What follows belongs to an exercise in optimizing a design on an open flow for small area; a production flow would make more cautious choices.
Where RTL was checked, it was by simulation tests only, not by an equivalence proof against the original.
For run 1, only the layout was checked, not whether the RTL still works.

==> flow/design.v <==
module DIS (
    input CLK,
    input RSTBAR,
    input TOG,
    input [15:0] IN,
    output [1:0] ENBAR,
    output [6:0] SEG1,
    output [6:0] SEG2,
    output [6:0] SEG3
);
    reg p;
    reg neg_r;
    reg in15_r;
    reg [14:0] in_r;
    always @(posedge CLK, negedge RSTBAR)
        if (!RSTBAR) begin
            p <= 1'b0;
            neg_r <= 1'b1;
            in15_r <= 1'b0;
        end else begin
            p <= ~p;
            neg_r <= TOG & IN[15];
            in15_r <= IN[15];
        end
    always @(posedge CLK)
        in_r <= IN[14:0];
    assign ENBAR = {p, ~p};
    wire blank = neg_r & ~in15_r;
    wire [15:0] x = {in15_r, in_r};
    wire [15:0] mag = neg_r ? -x : x;
    function [3:0] dd;
        input [2:0] c;
        input b;
        begin
        dd[3] = (~c[1] & c[0]) | (c[2] & ~c[1]) | (c[2] & b);
        dd[2] = (c[1] & ~b) | (~c[1] & c[0] & b) | (c[2] & ~c[1] & b);
        dd[1] = (~c[2] & c[0] & ~b) | (~c[2] & ~c[1] & b);
        dd[0] = (~c[2] & b) | (~c[2] & c[0]) | (c[2] & ~c[1] & ~b);
        end
    endfunction
    function [19:0] bcd;
        input [15:0] v;
        integer i, j;
        reg [19:0] r;
        reg [3:0] t;
        reg cy;
        begin
            for (j = 0; j < 5; j = j + 1) r[4*j +: 4] = {3'd0, 1'b0};
            for (i = 15; i >= 0; i = i - 1) begin
                cy = v[i];
                for (j = 0; j < 5; j = j + 1) begin
                    t = dd(r[4*j+1 +: 3], r[4*j]);
                    r[4*j +: 4] = {t[2:0], cy};
                    cy = t[3];
                end
            end
            bcd = r;
        end
    endfunction
    wire [19:0] d = bcd(mag);
    wire [4:0] z;
    genvar k;
    generate for (k = 0; k < 5; k = k + 1) begin : zd
        assign z[k] = d[4*k +: 4] == {3'd0, 1'b0};
    end endgenerate
    wire nz1 = ~&z[4:1];
    wire nz2 = ~&z[4:2];
    wire nz3 = ~&z[4:3];
    wire nz4 = ~z[4];
    localparam [3:0] MINUS = 4'b0101;
    localparam [3:0] BLANK = 4'b0100;
    wire [3:0] c0 = blank ? BLANK : d[3:0];
    wire [3:0] c1 = nz1 ? d[7:4]   : neg_r ? MINUS : BLANK;
    wire [3:0] c2 = blank ? BLANK : nz2 ? d[11:8]  : (neg_r & nz1) ? MINUS : BLANK;
    wire [3:0] c3 = nz3 ? d[15:12] : (neg_r & nz2) ? MINUS : BLANK;
    wire [3:0] c4 = blank ? BLANK : nz4 ? d[19:16] : (neg_r & nz3) ? MINUS : BLANK;
    wire [3:0] c5 = (neg_r & nz4) ? MINUS : BLANK;
    function [6:0] seg;
        input [3:0] c;
        case (c)
            4'b0000: seg = 7'b1000000;
            4'b0001: seg = 7'b1111001;
            4'b0010: seg = 7'b0000010;
            4'b0011: seg = 7'b1111000;
            4'b0100: seg = 7'b1111111;
            4'b0101: seg = 7'b0111111;
            4'b0110: seg = 7'b0100100;
            4'b0111: seg = 7'b0110000;
            4'b1000: seg = 7'b0000000;
            4'b1001: seg = 7'b0010000;
            4'b1010: seg = 7'b1111111;
            4'b1011: seg = 7'b1111111;
            4'b1100: seg = 7'b1111111;
            4'b1101: seg = 7'b1111111;
            4'b1110: seg = 7'b0011001;
            4'b1111: seg = 7'b0010010;
        endcase
    endfunction
    assign SEG1 = seg(p ? c1 : c0);
    assign SEG2 = seg(p ? c3 : c2);
    assign SEG3 = seg(p ? c5 : c4);
endmodule
==> flow/flow/run.sh <==
#!/bin/bash
# Own layout flow: the standard flow (standard.sh) with two changes:
#  - synthesis runs synth_recipe.tcl unchanged, except that the final ABC
#    technology mapping uses the area-oriented script flow/abc.script;
#  - port buffers use sky130_fd_sc_hd__buf_1 (every port still gets one).
# Each tool's output goes to a log file in the work folder.
set -euo pipefail
W=$PWD
cat > "$W/my_synth.tcl" <<T
proc abc {args} {
  set i [lsearch -exact \$args -script]
  if {\$i >= 0} { lset args [expr {\$i + 1}] $W/flow/abc.script }
  yosys abc {*}\$args
}
source $W/synth_recipe.tcl
T
bash standard.sh SYNTH_SCRIPT="$W/my_synth.tcl" synth > "$W/synth.log" 2>&1
bash standard.sh SYNTH_SCRIPT="$W/my_synth.tcl" \
  BUFFER_PORTS_ARGS="-buffer_cell sky130_fd_sc_hd__buf_1" finish > "$W/layout.log" 2>&1
test -f out/final.def
==> flow/flow/abc.script <==
strash; dc2; dch -f; map -a; strash; dc2; dch -f; map -a; topo
==> flow/standard.sh <==
#!/bin/bash
# synth_recipe.tcl (not shown) runs the flow's synth.tcl, then flattens the netlist and writes it again
# the make line also repeats each setting of config.mk as NAME=value (left out here)
make -C /OpenROAD-flow-scripts/flow DESIGN_CONFIG=/design/flow/config.mk WORK_HOME=/design/flow/orfs CLKGATE_MAP_FILE= SYNTH_SCRIPT=/design/flow/synth_recipe.tcl "${@:-finish}"
==> flow/config.mk <==
export PLATFORM = sky130hd
export DESIGN_NAME = DIS
export DESIGN_NICKNAME = DIS
export VERILOG_FILES = /design/flow/design.v
export SDC_FILE = /design/flow/constraint.sdc
export NUM_CORES = 4
export LEC_CHECK = 0
export ABC_AREA = 1
export CAP_MARGIN = 20
export CORE_MARGIN = 2
export CORE_UTILIZATION = 40
export SLEW_MARGIN = 20
==> flow/constraint.sdc <==
create_clock -name core_clock -period 20.0 [get_ports {CLK}]
set_input_delay 4.0000 -clock core_clock [delete_from_list [all_inputs] [get_ports {CLK}]]
set_output_delay 4.0000 -clock core_clock [all_outputs]
set_load 0.01 [all_outputs]
==> results of run 1 <==
-- final timing paths --
| check | startpoint | to | slack [ps] | depth (start not counted) |
|---|---|---|---|---|
| setup / recovery | in_r[2] | SEG1[3] | 5590 | 64 |
| hold / removal | p | p | 770 | 1 |
| setup reg to reg | p | p | 18950 | 1 |
| hold reg to reg | p | p | 770 | 1 |
| max in group asynchronous | RSTBAR | neg_r | 16240 | 1 |
| min in group asynchronous | RSTBAR | in15_r | 3540 | 1 |
-- cells in the final DEF, fill, tap and decap left out, types with 5 or more instances in the layout --
cell,count
nand3_1,21
nand2_1,162
or2_2,11
buf_1,41
clkinv_1,132
a21oi_1,58
a31oi_1,5
o22ai_1,6
dfxtp_1,15
ha_1,21
xor2_1,12
nor3_1,8
o21ai_0,84
o21bai_1,5
nor2_1,99
o211ai_1,6
-- worst max-delay path: cells and delay by family, from the launching register on --
kind            cells  cell delay [ps]
compound gates     18             3430
simple gates       26             3420
buf+inv            16             1810
fa+ha+maj           3              920
flops               1              330
xor+xnor            1              240
-- state kept, by name (all words and copies together), names as in the netlist --
name / cells
neg_r: 1
p: 1
in15_r: 1
in_r: 15
-- metal layers --
metal | part of all wire [%] | vias up | routed length (um) | global-route usage [%]
li1 | - | 2235 | - | -
met1 | 49 | 1706 | 3760 | 21.6
met2 | 48 | 52 | 3630 | 31.9
met3 | 2.1 | 9 | 157 | 0.621
met4 | 1.2 | 0 | 92 | 4.34
met5 | 0 | - | 0 | 0
-- stage by stage --
step                cells  area (sq um)  hold slack [ps]  utilization [%]
floorplan             664          3420              610                -
global placement      809          3700              737             44.8
detailed placement    809          3700              735             44.8
CTS                   813          3750              751             45.4
global route          813          3750              781             45.4
finish                813          3750              771             45.4
-- kinds of logic after synthesis --
kind of cell | after synthesis
AND/OR/NAND/NOR | 304
AO/OA/AOI/OAI | 174
buffers and inverters | 133
adder cells (fa/ha/maj) | 21
flip-flops | 18
XOR/XNOR | 13
multiplexers | 1
-- final cells by class --
class | instances | share of cell area [%]
timing repair buffer | 41 | 4.11
tap | 105 | 3.51
sequential | 18 | 10.1
multi-input combinational | 513 | 67.9
inverter | 132 | 13.2
clock buffer | 4 | 1.20
==> summary.txt, run 1 <==
status=no timing/DRC/antenna violations; WL/cell=9.40 um; routed wire length=7640 um; compound-gate portion of the synthesized area=27.5%; Synth Cell Area=3420 sq um; Critical Path Most Common Cell=clkinv_1; Yosys top cell area share=~18%; Crit-path slowest cell=o21ai_0; XOR/XNOR share of the synthesized area=3.33%; Mapped Nets=around 700; PortBufs=41; post-cts resize count=0; Placeable Area=8260 sq um; Mapped Cells=664; final worst-path cycle share=approximately 72%; vias in the first global route=3,510; drt drc=0; # fillers=904; setup bufs post-CTS=0; Yosys cell types=29; setup TNS=0 ps; vias=approximately 4,000; FP Rows=33; Nets=749; CP Max Fanout=7; Yosys warning total=1; Clk Latency, worst-skew pair=250 ps; Hold Fails Final Rpt=0; Pre-antenna DRT Iters=4; async set or reset register ratio after synthesis=approximately 17%; fin. max-slew vios=0; simple logic cell fraction of the synthesized area=35.5%; all-layer global routing usage=17.1%; Slew @ Worst Pin=700 ps; worst min path class=reg -> reg; register area=377 sq um; initial antenna violation count=0; initial core utilization=41.5%; Area Overhead vs Synth=9.43%; Post-CTS Hold Buffers=0; CTS Buf Count=3; chip height=96.5 um; Post-synth EDFFs=0; CTS tree=built; Seq cells post-synth=18; DP Worst Slack=5950 ps; die area=9310 sq um; CP Class=reg -> out; H-tree levels=1; RSZ-0062 raised after global routing=false; clock-pin slew on the worst setup and hold paths=60 ps; setup violators final=0; antenna-violating nets left=0; routability congestion estimate=0.831; Synth Area in Adders=under 10%; layout cells sized above 1=2.68%; Avg Cell Area, Syn=roughly 5.2 sq um; top cell types by occurrence after synthesis=162 x nand2_1, 132 x clkinv_1, 99 x nor2_1, 84 x o21ai_0, 58 x a21oi_1; DR iter-0 viols=149; cell with the most instances after synthesis=nand2_1; # IOs=42; CP Capture Type=output port; Max Freq=0.0694 GHz; Avg Vias per Cell=4.92; fin crit period=14,410 ps; CP required=16,000 ps; crit-path max cell delay=approximately 430 ps; Multi-input gate area=2540 sq um; n_diodes=0; Worst EP arrival=10,410 ps; relative slew slack=between 50 and 60%; largest net degree at the start of global routing=14; type of origin of the critical path=flip-flop; first-pass GRT wire length=13,400 um; post-synthesis cell type with the largest combined area=nand2_1; clock skew=0 ps; CTS root buf=clkbuf_8; max-cap violations=0; die width=96.5 um; Congestion Overflow GR=0; post-synthesis sequential area ratio=11.0%; Final WS setup=5590 ps; Area contributors post-synth=nand2_1 18%, clkinv_1 14%, o21ai_0 12%, nor2_1 11%, dfxtp_1 8.8%; mux contribution to synthesized area=0.292%; DP HPWL=6500 um; buffer depth of the longest clock path=2; largest family of logic cells by synthesized area=simple AND/OR/NAND/NOR gates; Top FF cell, synth=dfxtp_1; Sink Count=18
==> run 2, diff against run 1 <==
--- a/flow/design.v
+++ b/flow/design.v
@@ -28,13 +28,19 @@
     wire blank = neg_r & ~in15_r;
     wire [15:0] x = {in15_r, in_r};
-    wire [15:0] mag = neg_r ? -x : x;
+    wire [15:0] t;
+    assign t[0] = 1'b0;
+    genvar i;
+    generate for (i = 1; i < 16; i = i + 1) begin : ng
+        assign t[i] = t[i-1] | (neg_r & x[i-1]);
+    end endgenerate
+    wire [15:0] mag = x ^ t;
     function [3:0] dd;
         input [2:0] c;
         input b;
         begin
-        dd[3] = (~c[1] & c[0]) | (c[2] & ~c[1]) | (c[2] & b);
-        dd[2] = (c[1] & ~b) | (~c[1] & c[0] & b) | (c[2] & ~c[1] & b);
-        dd[1] = (~c[2] & c[0] & ~b) | (~c[2] & ~c[1] & b);
-        dd[0] = (~c[2] & b) | (~c[2] & c[0]) | (c[2] & ~c[1] & ~b);
+        dd[3] = (c[2] & c[0]) | (c[2] & b);
+        dd[2] = (c[0] & b) | (~c[2] & c[0]) | (c[2] & ~c[1] & ~b);
+        dd[1] = (~c[2] & b) | (c[2] & c[0] & ~b);
+        dd[0] = (~c[1] & c[0]) | (~c[2] & b) | (c[2] & ~b);
         end
     endfunction
@@ -68,6 +74,6 @@
     wire nz3 = ~&z[4:3];
     wire nz4 = ~z[4];
-    localparam [3:0] MINUS = 4'b0101;
-    localparam [3:0] BLANK = 4'b0100;
+    localparam [3:0] MINUS = 4'b0011;
+    localparam [3:0] BLANK = 4'b0010;
     wire [3:0] c0 = blank ? BLANK : d[3:0];
     wire [3:0] c1 = nz1 ? d[7:4]   : neg_r ? MINUS : BLANK;
@@ -81,18 +87,18 @@
             4'b0000: seg = 7'b1000000;
             4'b0001: seg = 7'b1111001;
-            4'b0010: seg = 7'b0000010;
-            4'b0011: seg = 7'b1111000;
+            4'b0010: seg = 7'b1111111;
+            4'b0011: seg = 7'b0111111;
             4'b0100: seg = 7'b1111111;
-            4'b0101: seg = 7'b0111111;
+            4'b0101: seg = 7'b1111111;
             4'b0110: seg = 7'b0100100;
             4'b0111: seg = 7'b0110000;
-            4'b1000: seg = 7'b0000000;
-            4'b1001: seg = 7'b0010000;
-            4'b1010: seg = 7'b1111111;
-            4'b1011: seg = 7'b1111111;
+            4'b1000: seg = 7'b0011001;
+            4'b1001: seg = 7'b0010010;
+            4'b1010: seg = 7'b0000000;
+            4'b1011: seg = 7'b0010000;
             4'b1100: seg = 7'b1111111;
             4'b1101: seg = 7'b1111111;
-            4'b1110: seg = 7'b0011001;
-            4'b1111: seg = 7'b0010010;
+            4'b1110: seg = 7'b0000010;
+            4'b1111: seg = 7'b1111000;
         endcase
     endfunction
--- a/flow/flow/run.sh
+++ b/flow/flow/run.sh
@@ -1,6 +1,7 @@
 #!/bin/bash
 # Own layout flow: the standard flow (standard.sh) with two changes:
-#  - synthesis runs synth_recipe.tcl unchanged, except that the final ABC
-#    technology mapping uses the area-oriented script flow/abc.script;
+#  - synthesis runs synth_recipe.tcl unchanged, except that adders are not
+#    extracted into ha/fa cells and the final ABC technology mapping uses
+#    the area-oriented script flow/abc.script;
 #  - port buffers use sky130_fd_sc_hd__buf_1 (every port still gets one).
 # Each tool's output goes to a log file in the work folder.
@@ -8,4 +9,5 @@
 W=$PWD
 cat > "$W/my_synth.tcl" <<T
+proc extract_fa {args} {}
 proc abc {args} {
   set i [lsearch -exact \$args -script]
==> flow/flow/abc.script (replaced) <==
strash; &get -n; &deepsyn -T 120; &put; dch -f; amap; topo
--- a/flow/config.mk
+++ b/flow/config.mk
@@ -10,3 +10,6 @@
 export CORE_MARGIN = 2
 export CORE_UTILIZATION = 40
+export CTS_BUF_LIST = sky130_fd_sc_hd__clkbuf_4
+export CTS_CLUSTER_DIAMETER = 100
+export CTS_CLUSTER_SIZE = 20
 export SLEW_MARGIN = 20
==> run 2 against run 1 <==
Effect of this change: wire length decreased by 32%; final cell count down 37%; register-to-register slack improved by 140 ps; clock skew unchanged; synthesized cell count shrank 40%; non-clock buffer count grew 1; sequential share of layout area is 5.3 points higher; flip-flop and latch count did not move; first-iteration DRC count increased by 13%; die area decreased by 35%; critical path type unchanged.
==> summary.txt, run 2 <==
setup bufs post-CTS=0; crit-path max cell delay=640 ps; cell count after placement=510; clock skew=0 ps; Area Overhead vs Synth=12.1%; Area contributors post-synth=nor2_1 21%, dfxtp_1 14%, o21ai_0 11%, a21oi_1 11%, clkinv_1 7.9%; setup violators final=0; Core Util, Final=between 40% and 50%; Hold Path Origin=p; vias in the first global route=2,173; Worst EP arrival=11,930 ps; PortBufs=41; largest net degree at the start of global routing=16; CP Class=reg -> out; Slew @ Worst Pin=approximately 620 ps; final worst-path cycle share=79.6%; Yosys top cell area share=20.6%; cell with the most instances after synthesis=nor2_1; fin crit period=15,930 ps; CP Max Fanout=15; Mapped Nets=419; critical path startpoint=neg_r; first-pass GRT wire length=8900 um; Nets=464; H-tree levels=1; status=no timing/DRC/antenna violations; DR iter-0 viols=169; Hold Fails Final Rpt=0; Post-CTS Hold Buffers=0; initial antenna violation count=0; commonest cells after routing, fill and taps aside=120 x nor2_1, 50 x o21ai_0, 49 x a21oi_1, 47 x clkinv_1, 41 x buf_1; type of origin of the critical path=flip-flop; Yosys warning total=1; CTS root buf=clkbuf_4; max-cap violations=0; FP Rows=26; Final Non-Filler Cells=around 500; all-layer global routing usage=17.3%; RSZ-0062 raised after global routing=false; post-cts resize count=0; layout cells sized above 1=under 10%; initial core utilization=42.1%; Final WS setup=4070 ps; Synth Cell Area=2190 sq um; die area=around 6000 sq um; max FFs per register=15; drt drc=0; Pre-antenna DRT Iters=4; vias=2,648; Placeable Area=5200 sq um; top cell types by occurrence after synthesis=120 x nor2_1, 50 x o21ai_0, 49 x a21oi_1, 46 x clkinv_1, 27 x nand2_1; routed wire length=5190 um; Crit-path slowest cell=dfstp_2; DP HPWL=around 4400 um; commonest non-fill, non-tap cell in the layout=nor2_1; DP Worst Slack=4470 ps; setup TNS=0 ps; Congestion Overflow GR=0; CTS tree=built; CP required=between 15,000 and 20,000 ps; # fillers=584; largest register by flop count=in_r; die width=78.0 um; buffer depth of the longest clock path=2; post-synthesis sequential area ratio=17.2%; Post-synth EDFFs=0; post-synthesis cell type with the largest combined area=nor2_1; Max Freq=between 0.06 and 0.07 GHz; Sink Count=18; chip height=78.0 um; worst r2r src=p; fin. max-slew vios=0; Yosys cell types=31; async set or reset register ratio after synthesis=16.7%; Avg Vias per Cell=about 5.2; n_diodes=0; Mapped Cells=400; Avg Cell Area, Syn=5.48 sq um; Clk Latency, worst-skew pair=290 ps; # IOs=42; CP Capture Type=output port; clock-pin slew on the worst setup and hold paths=90 ps; antenna-violating nets left=0; Seq cells post-synth=18; Critical Path Most Common Cell=nor2_1; Top FF cell, synth=dfxtp_1; relative slew slack=about three fifths; CTS Buf Count=3; worst min path class=reg -> reg; WL/cell=between 10 and 15 um; routability congestion estimate=0.798
run 2: cell count changes after synthesis, moves of 20 or more:
cell,delta
nor2_1,+21
o21ai_0,-34
nand3_1,-20
nand2_1,-135
ha_1,-21
clkinv_1,-86
run 2: per-stage QoR:
stage / hold WS [ps] / area, sq um
floorplan: 604 / 2190
global placement: 669 / 2430
detailed placement: 665 / 2430
CTS: 689 / 2450
global route: 731 / 2450
finish: 689 / 2450
run 2: metal layers:
layer  wire length [um]  track usage [%]  vias to the layer above  part of all wire [%]
met3                125             1.05                        5                   2.4
met1               2750             24.5                     1121                    53
met5                  0                0                        -                     0
met2               2260             28.6                       40                    43
met4                 53             4.21                        0                   1.0
li1                   -                -                     1482                     -
run 2: layout make-up:
type,instances,area (sq um),area share [%]
sequential,18,377,15.3
tap,70,87.6,3.57
inverter,46,173,7.03
timing repair buffer,42,161,6.57
clock inverter,1,3.75,0.153
multi-input combinational,334,1630,66.4
clock buffer,3,22.5,0.917
run 2: cells by family (layout without fill, tap and decap cells):
group                  after synthesis  in the layout  synth area share [%]
and+or+nand+nor                    187            187                  35.8
AOI/OAI and AO/OA                  147            147                  38.6
buffers and inverters               48             92                  8.40
DFF                                 18             18                  17.2
run 2: worst paths after layout:
check	endpoint	slack [ps]	cells after the start
min in group asynchronous	in15_r	3490	1
worst min register to register	p	690	1
max in group asynchronous	neg_r	16290	1
worst max-delay path	SEG1[0]	4070	69
worst min-delay path	p	690	1
worst max register to register	p	19090	1
run 2: critical path: cells and delay by family (launching register included):
family | cells | cell delay [ps]
buffers and inverters | 10 | 1670
AOI/OAI and AO/OA | 24 | 5040
and+or+nand+nor | 35 | 4270
DFF | 1 | 640
==> run 3, diff against run 2 <==
--- a/flow/config.mk
+++ b/flow/config.mk
@@ -11,5 +11,3 @@
 export CORE_UTILIZATION = 40
 export CTS_BUF_LIST = sky130_fd_sc_hd__clkbuf_4
-export CTS_CLUSTER_DIAMETER = 100
-export CTS_CLUSTER_SIZE = 20
 export SLEW_MARGIN = 20
==> run 3 against run 2 <==
Effect of this change: still clean; fmax stayed put; global-route usage is the same; register-to-register slack is essentially flat; clock-buffer cell count unchanged; synthesized area unchanged; sequential share of layout area unchanged; utilization did not move; wire length unchanged; critical path type unchanged; critical endpoint unchanged; highest routed layer unchanged.
==> summary.txt, run 3 <==
clock skew=0 ps; RSZ-0062 raised after global routing=false; Max Freq=0.0628 GHz; max FFs per register=15; drt drc=0; Mapped Cells=400; Area Overhead vs Synth=12.1%; CTS root buf=clkbuf_4; crit-path max cell delay=640 ps; relative slew slack=a little under 60%; fin. max-slew vios=0; async set or reset register ratio after synthesis=16.7%; all-layer global routing usage=approximately 17%; DP Worst Slack=4470 ps; PortBufs=41; Congestion Overflow GR=0; type of origin of the critical path=flip-flop; first-pass GRT wire length=approximately 8900 um; post-cts resize count=0; worst min path class=reg -> reg; cell with the most instances after synthesis=nor2_1; # IOs=between 40 and 50; Synth Cell Area=2190 sq um; vias in the first global route=2,173; initial antenna violation count=0; Top FF cell, synth=dfxtp_1; Post-synth EDFFs=0; Placeable Area=~5200 sq um; max-cap violations=0; die width=78.0 um; final worst-path cycle share=79.6%; Yosys top cell area share=between 20 and 25%; Slew @ Worst Pin=between 600 and 700 ps; CP Max Fanout=15; Hold Fails Final Rpt=0; Avg Cell Area, Syn=approximately 5.5 sq um; antenna-violating nets left=0; CP required=16,000 ps; Yosys cell types=31; DR iter-0 viols=169; Pre-antenna DRT Iters=4; Crit-path slowest cell=dfstp_2; clock-pin slew on the worst setup and hold paths=90 ps; delay-heaviest family, CP=compound AO/OA/AOI/OAI gates; Mapped Nets=roughly 420; initial core utilization=between 40% and 50%; DP HPWL=~4400 um; CP Class=reg -> out; fin crit period=15,930 ps; Yosys warning total=1; Worst EP arrival=~12,000 ps; routed wire length=roughly 5200 um; chip height=78.0 um; H-tree levels=1; setup bufs post-CTS=0; Area contributors post-synth=nor2_1 21%, dfxtp_1 14%, o21ai_0 11%, a21oi_1 11%, clkinv_1 7.9%; status=no timing/DRC/antenna violations; vias=between 2,000 and 3,000; Seq cells post-synth=18; CTS tree=built; Avg Vias per Cell=5.15; routability congestion estimate=0.798; CTS Buf Count=3; largest register by flop count=in_r; CP Capture Type=output port; post-synthesis sequential area ratio=17.2%; Post-CTS Hold Buffers=0; post-synthesis cell type with the largest combined area=nor2_1; setup TNS=0 ps; buffer depth of the longest clock path=2; setup violators final=0; WL/cell=10.1 um; Final WS setup=4070 ps; die area=6080 sq um; Critical Path Most Common Cell=nor2_1; n_diodes=0; commonest non-fill, non-tap cell in the layout=nor2_1; Nets=464; WP buf/inv=10; largest net degree at the start of global routing=16; Clk Latency, worst-skew pair=290 ps; top cell types by occurrence after synthesis=120 x nor2_1, 50 x o21ai_0, 49 x a21oi_1, 46 x clkinv_1, 27 x nand2_1; Sink Count=18; layout cells sized above 1=under 10%; commonest cells after routing, fill and taps aside=120 x nor2_1, 50 x o21ai_0, 49 x a21oi_1, 47 x clkinv_1, 41 x buf_1; FP Rows=26
run 3: cell counts in the layout (fill, tap and decap cells not counted):
No cell type changed its count.
run 3: worst paths after layout:
kind / depth (start not counted) / startpoint / slack [ps] / end
worst max-delay path: 69 / neg_r / 4070 / SEG1[0]
worst min-delay path: 1 / p / 690 / p
worst max register to register: 1 / p / 19090 / p
worst min register to register: 1 / p / 690 / p
max in group asynchronous: 1 / RSTBAR / 16290 / neg_r
min in group asynchronous: 1 / RSTBAR / 3490 / in15_r
run 3: cell type report:
class | count | area, sq um
fill | 584 | 2750
clock inverter | 1 | 3.75
clock buffer | 3 | 22.5
multi-input combinational | 334 | 1630
sequential | 18 | 377
timing repair buffer | 42 | 161
inverter | 46 | 173
tap | 70 | 87.6
run 3: metal layers:
layer  vias to the layer above  share of wire [%]  global-route usage, %
met3                         5                2.4                   1.05
met1                      1121                 53                   24.5
li1                       1482                  -                      -
met2                        40                 43                   28.6
met4                         0                1.0                   4.21
met5                         -                  0                      0
run 3: through the flow:
stage	hold slack, ps	cell area [sq um]	cells	util (%)
after floorplan	604	2190	400	-
after global placement	669	2430	510	46.7
after detailed placement	665	2430	510	46.7
after CTS	689	2450	514	47.2
after global routing	731	2450	514	47.2
final	689	2450	514	47.2
run 3: cell families after synthesis:
logic type / count (synthesis) / share of synthesized area (%)
flops: 18 / 17.2
compound gates: 147 / 38.6
buf+inv: 48 / 8.40
simple gates: 187 / 35.8
==> run 4, diff against run 3 <==
--- a/flow/config.mk
+++ b/flow/config.mk
@@ -10,4 +10,3 @@
 export CORE_MARGIN = 2
 export CORE_UTILIZATION = 40
-export CTS_BUF_LIST = sky130_fd_sc_hd__clkbuf_4
 export SLEW_MARGIN = 20
==> run 4 against run 3 <==
Effect of this change: still clean on timing, DRC and antenna; clock-buffer cell count up 1; sequential share of layout area down 0.18 points; clock skew unchanged; synthesized cell count unchanged; critical path depth unchanged; global-route usage about the same; flip-flop and latch count unchanged; design area up 1.2%; largest cell class unchanged.
==> summary.txt, run 4 <==
Hold Fails Final Rpt=0; type of origin of the critical path=flip-flop; CP required=16,000 ps; Post-synth EDFFs=0; async set or reset register ratio after synthesis=16.7%; vias=2,645; Placeable Area=between 5000 and 6000 sq um; initial core utilization=between 40% and 50%; final worst-path cycle share=79.7%; Yosys top cell area share=20.6%; status=no timing/DRC/antenna violations; CP Capture Type=output port; Nets=464; Clk Latency, worst-skew pair=about 250 ps; WL/cell=10.2 um; DR iter-0 viols=approximately 150; routed wire length=about 5200 um; Pre-antenna DRT Iters=4; post-cts resize count=0; Area Overhead vs Synth=13.4%; chip height=78.0 um; PortBufs=41; CP Max Fanout=15; n_diodes=0; setup TNS=0 ps; setup bufs post-CTS=0; Slew @ Worst Pin=599 ps; Synth Cell Area=about 2200 sq um; Area contributors post-synth=nor2_1 21%, dfxtp_1 14%, o21ai_0 11%, a21oi_1 11%, clkinv_1 7.9%; commonest non-fill, non-tap cell in the layout=nor2_1; Mapped Cells=400; die area=6080 sq um; FP Rows=26; # IOs=42; worst hold slack=678 ps; CP Class=reg -> out; cell with the most instances after synthesis=nor2_1; Crit-path slowest cell=dfstp_2; Core Util, Final=47.7%; Avg Cell Area, Syn=5.48 sq um; Post-CTS Hold Buffers=0; CTS Buf Count=3; worst min path class=reg -> reg; DP HPWL=~4400 um; Critical Path Most Common Cell=nor2_1; clock-pin slew on the worst setup and hold paths=60 ps; Congestion Overflow GR=0; crit-path max cell delay=630 ps; top cell types by occurrence after synthesis=120 x nor2_1, 50 x o21ai_0, 49 x a21oi_1, 46 x clkinv_1, 27 x nand2_1; Mapped Nets=about 420; H-tree levels=1; all-layer global routing usage=17.3%; drt drc=0; first-pass GRT wire length=just under 9000 um; initial antenna violation count=0; Reg2Reg Setup Slack=19,100 ps; routability congestion estimate=0.798; Yosys warning total=1; max-cap violations=0; setup violators final=0; RSZ-0062 raised after global routing=false; clock skew=0 ps; Worst EP arrival=11,930 ps; post-synthesis sequential area ratio=17.2%; Top FF cell, synth=dfxtp_1; antenna-violating nets left=0; CTS root buf=clkbuf_8; max FFs per register=15; Seq cells post-synth=18; largest register by flop count=in_r; commonest cells after routing, fill and taps aside=120 x nor2_1, 50 x o21ai_0, 49 x a21oi_1, 46 x clkinv_1, 41 x buf_1; Max Freq=approximately 0.063 GHz; die width=78.0 um; largest net degree at the start of global routing=16; vias in the first global route=2,171; Sink Count=18; relative slew slack=about three fifths; buffer depth of the longest clock path=2; fin crit period=15,930 ps; layout cells sized above 1=1.35%; fin. max-slew vios=0; Avg Vias per Cell=about 5; CTS tree=built; post-synthesis cell type with the largest combined area=nor2_1; Yosys cell types=31
==> run 4: cell counts after synthesis <==
Identical to the previous run, type by type.
==> run 4: area by class of cell <==
cell class | instances | area (sq um)
clock buffer | 4 | 55.1
fill | 578 | 2720
inverter | 46 | 173
multi-input combinational | 334 | 1630
sequential | 18 | 377
tap | 70 | 87.6
timing repair buffer | 42 | 161
==> run 4: worst paths after layout <==
path                            startpoint       to  cells after the start
worst max-delay path                 neg_r  SEG1[0]                     69
worst min-delay path                     p        p                      1
worst max register to register           p        p                      1
worst min register to register           p        p                      1
max in group asynchronous           RSTBAR    neg_r                      1
min in group asynchronous           RSTBAR   in15_r                      1
==> run 4: kinds of logic after synthesis <==
kind of cell           after synthesis  share of synthesized area [%]
and+or+nand+nor                    187                           35.8
AOI/OAI and AO/OA                  147                           38.6
buffers and inverters               48                           8.40
DFF                                 18                           17.2
==> run 4: metrics by stage <==
step	instance area [sq um]	instances	worst slack, ps
finish	2480	514	4070
global route	2480	514	2340
CTS	2480	514	4110
floorplan	2190	400	6200
detailed placement	2430	510	4470
global placement	2430	510	4800
==> run 4: worst max-delay path: cells and delay by family (launching register included) <==
kind | cells | cell delay, ps
AOI/OAI and AO/OA | 24 | 5070
buffers and inverters | 10 | 1680
DFF | 1 | 630
and+or+nand+nor | 35 | 4290
==> run 4: per-layer routing <==
layer | up-vias | track usage, % | part of all wire (%)
li1 | 1482 | - | -
met4 | 0 | 3.68 | 0.65
met5 | - | 0 | 0
met1 | 1115 | 24.4 | 53
met2 | 44 | 28.9 | 44
met3 | 4 | 1.40 | 2.6

port drivers added, routing unchanged:
No port has a modelled driver above. Below, the same layouts with a new extraction and two added sets of constraints.
Step 1, drivers: a clkbuf_16 drives CLK and a buf_2 each remaining input, both assumed.
Step 2 moves the port delays by t, midway between the first and last clock arrival at a register: inputs arrive t later, outputs are due t later. That takes back most of the time a late clock gives input paths.
Three values: no drivers, after step 1, after step 2; two values: the first two.
run | t, ns | setup WS [ns] | hold slack, ns | worst setup path after step 2 | cell pins on the clock port's net
run 1 | 0.269 | 5.586 / 5.565 / 5.834 | 0.771 / 0.771 / 0.771 | register to output | 1
run 2 | 0.316 | 4.074 / 4.055 / 4.371 | 0.689 / 0.689 / 0.689 | register to output | 1
run 3 | 0.316 | 4.074 / 4.055 / 4.371 | 0.689 / 0.689 / 0.689 | register to output | 1
run 4 | 0.278 | 4.066 / 4.043 / 4.320 | 0.678 / 0.678 / 0.678 | register to output | 1
After both steps setup and hold are still met in every run listed.
